This design comes from an exercise in tuning for small area on the open sky130 flow, not from production work.
Only simulation tests tie the RTL to the original design; equivalence was not proved.

==> flow/design.v (excerpt) <==
module main(in, op, apply, tail, valid, empty, clk, reset);
Size: roughly 520 cells after synthesis, roughly 44 flip-flops, about 24 I/O pins, about 4900 um^2 of cells after synthesis.
==> flow/config.mk <==
export PLATFORM = sky130hd
export DESIGN_NAME = main
export DESIGN_NICKNAME = main
export VERILOG_FILES = /design/flow/design.v
export SDC_FILE = /design/flow/constraint.sdc
export NUM_CORES = 4
export LEC_CHECK = 0
export CAP_MARGIN = 20
export CORE_MARGIN = 2
export CORE_UTILIZATION = 40
export SLEW_MARGIN = 20
==> flow/constraint.sdc <==
create_clock -name core_clock -period 15.0 [get_ports {clk}]
set_input_delay 3.0000 -clock core_clock [delete_from_list [all_inputs] [get_ports {clk}]]
set_output_delay 3.0000 -clock core_clock [all_outputs]
set_load 0.01 [all_outputs]
standard.sh (not shown) runs the stock make flow with config.mk's settings and CLKGATE_MAP_FILE= SYNTH_SCRIPT=/design/flow/synth_recipe.tcl, a recipe that flattens the netlist after the stock synthesis.
==> flow/flow/run.sh <==
#!/bin/bash
# The standard layout (standard.sh: ORFS synthesis to final layout), with two changes:
#  - each port gets a sky130_fd_sc_hd__buf_1 as its buffer (buffer_ports -buffer_cell)
#    instead of the default clkdlybuf4s50_1;
#  - clock tree synthesis builds from clkbuf_8 and adds no dummy loads.
# The make output goes to standard.log in the work folder; ORFS's per-step logs stay under
# orfs/logs/.
set -euo pipefail
export BUFFER_PORTS_ARGS="-buffer_cell sky130_fd_sc_hd__buf_1"
export CTS_ARGS="-sink_clustering_enable -repair_clock_nets -dont_use_dummy_load -buf_list sky130_fd_sc_hd__clkbuf_8"
bash standard.sh finish > standard.log 2>&1
==> next run, changes <==
==> flow/run.sh (new file) <==
#!/bin/bash
# synth_recipe.tcl (not shown) runs the flow's synth.tcl, then flattens the netlist and writes it again
# the make line also repeats each setting of config.mk as NAME=value (left out here)
make -C /OpenROAD-flow-scripts/flow DESIGN_CONFIG=/design/flow/config.mk WORK_HOME=/design/flow/orfs CLKGATE_MAP_FILE= SYNTH_SCRIPT=/design/flow/synth_recipe.tcl finish
- CTS_BUF_LIST: unset -> sky130_fd_sc_hd__clkbuf_8
removed: flow/flow/run.sh
removed: flow/standard.sh
The new run ran to the end with no violations.
Count of clock-buffer cells in the layout stays the same.
Final area climbs by 3.4%.
Wire length climbs by about 2.7%.
Synthesized cell count does not change.
Synthesized area is unchanged.
Non-clock buffer count drops by 1.
Final cell count stays flat.
Worst setup slack improves by 0.15 ns.
Die area does not change.
==> next run, changes <==
- CTS_BUF_LIST: sky130_fd_sc_hd__clkbuf_8 -> unset
The changed run completed with no timing, DRC or antenna violations.
Cell area goes up by 0.95%.
Hold slack barely changes.
Worst setup slack is worse by 0.083 ns.
==> next run, changes <==
==> flow/flow/run.sh (new file) <==
#!/bin/bash
# The standard layout (standard.sh: ORFS synthesis to final layout), with two changes:
#  - each port gets a sky130_fd_sc_hd__buf_1 as its buffer (buffer_ports -buffer_cell)
#    instead of the default clkdlybuf4s50_1;
#  - clock tree synthesis builds from clkbuf_4/clkbuf_8 and adds no dummy loads.
# The make output goes to standard.log in the work folder; ORFS's per-step logs stay under
# orfs/logs/.
set -euo pipefail
export BUFFER_PORTS_ARGS="-buffer_cell sky130_fd_sc_hd__buf_1"
export CTS_ARGS="-sink_clustering_enable -repair_clock_nets -dont_use_dummy_load -buf_list {sky130_fd_sc_hd__clkbuf_4 sky130_fd_sc_hd__clkbuf_8}"
bash standard.sh finish > standard.log 2>&1
==> flow/standard.sh (new file) <==
#!/bin/bash
# synth_recipe.tcl (not shown) runs the flow's synth.tcl, then flattens the netlist and writes it again
# the make line also repeats each setting of config.mk as NAME=value (left out here)
make -C /OpenROAD-flow-scripts/flow DESIGN_CONFIG=/design/flow/config.mk WORK_HOME=/design/flow/orfs CLKGATE_MAP_FILE= SYNTH_SCRIPT=/design/flow/synth_recipe.tcl "${@:-finish}"
removed: flow/run.sh
Outcome: Design area decreases by 4.2%; clock skew increases by 0.019 ns; setup slack is worse by 0.066 ns; sequential share of layout area increases by 0.99 points.
==> next run, changes <==
==> flow/flow/run.sh (replaced) <==
#!/bin/bash
# The standard layout (standard.sh: ORFS from synthesis to the final layout), with these
# changes, all made through ORFS's own variables:
#  - each port gets a sky130_fd_sc_hd__buf_1 as its buffer (buffer_ports -buffer_cell)
#    instead of the default clkdlybuf4s50_1;
#  - clock tree synthesis builds from clkbuf_4/clkbuf_8 and adds no dummy loads;
#  - after global routing's timing repair, repair_timing -recover_power downsizes gates
#    that have slack to spare (RECOVER_POWER).
# Synthesis is the standard one, unchanged. The make output goes to standard.log in the
# work folder; ORFS's per-step logs stay under orfs/logs/.
set -euo pipefail
bash standard.sh synth > synth.log 2>&1
export BUFFER_PORTS_ARGS="-buffer_cell sky130_fd_sc_hd__buf_1"
export CTS_ARGS="-sink_clustering_enable -repair_clock_nets -dont_use_dummy_load -buf_list {sky130_fd_sc_hd__clkbuf_4 sky130_fd_sc_hd__clkbuf_8}"
export RECOVER_POWER=${RECOVER_POWER_PCT:-100}
bash standard.sh finish > standard.log 2>&1
The changed run ran to the end with no violations.
Non-clock buffer count stays the same.
Area after synthesis is unchanged.
Clock skew stays flat.
Core utilization stays flat.

========
main, a different RTL version from the one above (not shown whole).
For scale: roughly 570 cells after synthesis, about 24 I/O pins, roughly 4900 sq um of cells after synthesis.
Settings: LEC_CHECK=0, CAP_MARGIN=20, CORE_MARGIN=2, CORE_UTILIZATION=40, SLEW_MARGIN=20; clock period 15.0 ns.
==> flow/flow/run.sh <==
#!/bin/bash
# The standard layout (standard.sh: ORFS from synthesis to the final layout), with these
# changes, all made through ORFS's own variables:
#  - each port gets a sky130_fd_sc_hd__buf_1 as its buffer (buffer_ports -buffer_cell)
#    instead of the default clkdlybuf4s50_1;
#  - clock tree synthesis builds from clkbuf_4/clkbuf_8 and adds no dummy loads, with clusters of up to 30 sinks.
# Synthesis is the standard one, unchanged. The make output goes to standard.log in the
# work folder; ORFS's per-step logs stay under orfs/logs/.
set -euo pipefail
bash standard.sh synth > synth.log 2>&1
export BUFFER_PORTS_ARGS="-buffer_cell sky130_fd_sc_hd__buf_1"
export CTS_ARGS="-sink_clustering_enable -repair_clock_nets -dont_use_dummy_load -sink_clustering_size 30 -sink_clustering_max_diameter 120 -buf_list {sky130_fd_sc_hd__clkbuf_4 sky130_fd_sc_hd__clkbuf_8}"
bash standard.sh finish > standard.log 2>&1
The starting point completed with no timing, DRC or antenna violations.
Then changed:
--- a/flow/flow/run.sh
+++ b/flow/flow/run.sh
@@ -6 +6,3 @@
-#  - clock tree synthesis builds from clkbuf_4/clkbuf_8 and adds no dummy loads, with clusters of up to 30 sinks.
+#  - clock tree synthesis builds from clkbuf_4/clkbuf_8 and adds no dummy loads;
+#  - after global routing's timing repair, repair_timing -recover_power downsizes gates
+#    that have slack to spare (RECOVER_POWER).
@@ -12 +14,2 @@
-export CTS_ARGS="-sink_clustering_enable -repair_clock_nets -dont_use_dummy_load -sink_clustering_size 30 -sink_clustering_max_diameter 120 -buf_list {sky130_fd_sc_hd__clkbuf_4 sky130_fd_sc_hd__clkbuf_8}"
+export CTS_ARGS="-sink_clustering_enable -repair_clock_nets -dont_use_dummy_load -buf_list {sky130_fd_sc_hd__clkbuf_4 sky130_fd_sc_hd__clkbuf_8}"
+export RECOVER_POWER=${RECOVER_POWER_PCT:-100}
Settings changed: CORE_UTILIZATION 40 to 60, PLACE_DENSITY from default to 0.7.
The new run reached the layout checks and failed them: max-capacitance violations, max-slew violations.
Global-route usage is higher by 8.9 points.
Sequential cell count is unchanged.
Setup slack loses 410 ps.
Final area is lower slightly.
Via count rises slightly.
Cell count fell by a few percent.
Clock skew rises by 8.9 ps.
Non-clock buffer count does not change.
First-iteration DRC count increases by a few percent.
Sequential share of layout area rises by 0.31 points.
Then changed:
Settings changed: CORE_UTILIZATION 60 to 40, PLACE_DENSITY 0.7 to default.
Result:
- Now the flow produced a clean layout
- hold slack is worse by 4.7 ps
- final cell count climbs by a few percent
- flip-flop and latch count is unchanged
Then changed:
--- a/flow/flow/run.sh
+++ b/flow/flow/run.sh
@@ -6,3 +6,2 @@
-#  - clock tree synthesis builds from clkbuf_4/clkbuf_8 and adds no dummy loads;
-#  - after global routing's timing repair, repair_timing -recover_power downsizes gates
-#    that have slack to spare (RECOVER_POWER).
+#  - clock tree synthesis runs with these arguments (CTS_ARGS), adding no dummy loads:
+#    -repair_clock_nets -dont_use_dummy_load -root_buf sky130_fd_sc_hd__clkbuf_16 -buf_list {sky130_fd_sc_hd__clkbuf_16}
@@ -14,2 +13 @@
-export CTS_ARGS="-sink_clustering_enable -repair_clock_nets -dont_use_dummy_load -buf_list {sky130_fd_sc_hd__clkbuf_4 sky130_fd_sc_hd__clkbuf_8}"
-export RECOVER_POWER=${RECOVER_POWER_PCT:-100}
+export CTS_ARGS="-repair_clock_nets -dont_use_dummy_load -root_buf sky130_fd_sc_hd__clkbuf_16 -buf_list {sky130_fd_sc_hd__clkbuf_16}"
What happened: Sequential share of layout area fell by 0.29 points; flip-flop and latch count does not change; routed wire length stays flat; register-to-register slack degrades by 140 ps; global-route usage is about the same; critical path depth fell by 1.
Then changed:
--- a/flow/flow/run.sh
+++ b/flow/flow/run.sh
@@ -6,2 +6 @@
-#  - clock tree synthesis runs with these arguments (CTS_ARGS), adding no dummy loads:
-#    -repair_clock_nets -dont_use_dummy_load -root_buf sky130_fd_sc_hd__clkbuf_16 -buf_list {sky130_fd_sc_hd__clkbuf_16}
+#  - clock tree synthesis builds from clkbuf_4/clkbuf_8 and adds no dummy loads.
@@ -13 +12 @@
-export CTS_ARGS="-repair_clock_nets -dont_use_dummy_load -root_buf sky130_fd_sc_hd__clkbuf_16 -buf_list {sky130_fd_sc_hd__clkbuf_16}"
+export CTS_ARGS="-sink_clustering_enable -repair_clock_nets -dont_use_dummy_load -buf_list {sky130_fd_sc_hd__clkbuf_4 sky130_fd_sc_hd__clkbuf_8}"
The new run finished with timing, DRC and antenna clean.
Die area is unchanged.
Then changed:
--- a/flow/flow/run.sh
+++ b/flow/flow/run.sh
@@ -6 +6,3 @@
-#  - clock tree synthesis builds from clkbuf_4/clkbuf_8 and adds no dummy loads.
+#  - clock tree synthesis builds from clkbuf_4/clkbuf_8 and adds no dummy loads;
+#  - after global routing's timing repair, repair_timing -recover_power downsizes gates
+#    that have slack to spare (RECOVER_POWER).
@@ -12,0 +15 @@
+export RECOVER_POWER=${RECOVER_POWER_PCT:-100}
Settings changed: GPL_TIMING_DRIVEN from default to 0.
Sequential cell count stays the same.
Sequential share of layout area fell by 0.24 points.
Via count rose by 3.0%.
Core utilization rose by 0.43 points.

## afterwards: timing with drivers on the ports
Ports are ideal in the flow. The routed layouts listed here were re-timed in OpenROAD.
Step 1 sets driving cells, clkbuf_16 on the clock port and buf_2 on the other inputs (assumed; they add their load-dependent delay and slew).
Step 2 also shifts input and output timing later by t, the mid clock arrival at the registers, as if the neighbouring blocks saw the same clock.
Three values: ideal, step 1, step 2; two values: the first two.
| run | t, ns | setup slack, ns | clock arrival spread, ns | worst slew at a driven data input, ns |
|---|---|---|---|---|
| the first run of note 1 | 0.311 | 0.649 / 0.649 / 0.649 | 0.024 / 0.025 | 0.03 |
| the second run of note 1 | 0.321 | 0.798 / 0.798 / 0.798 | 0.008 / 0.008 | 0.03 |
| the third run of note 1 | 0.312 | 0.715 / 0.715 / 0.715 | 0.006 / 0.006 | 0.03 |
| the fourth run of note 1 | 0.311 | 0.649 / 0.649 / 0.649 | 0.024 / 0.025 | 0.03 |
| the fifth run of note 1 | 0.310 | 0.647 / 0.647 / 0.647 | 0.024 / 0.023 | 0.03 |
| the first run of note 2 | 0.321 | 1.092 / 1.092 / 1.092 | 0.017 / 0.017 | 0.03 |
| the second run of note 2 | 0.315 | 0.679 / 0.679 / 0.679 | 0.026 / 0.026 | 0.03 |
| the third run of note 2 | 0.321 | 0.928 / 0.928 / 0.928 | 0.017 / 0.017 | 0.03 |
| the fourth run of note 2 | 0.314 | 0.783 / 0.783 / 0.783 | 0.011 / 0.011 | 0.03 |
| the fifth run of note 2 | 0.321 | 1.092 / 1.092 / 1.092 | 0.017 / 0.017 | 0.03 |
| the sixth run of note 2 | 0.316 | 0.737 / 0.737 / 0.737 | 0.030 / 0.030 | 0.03 |
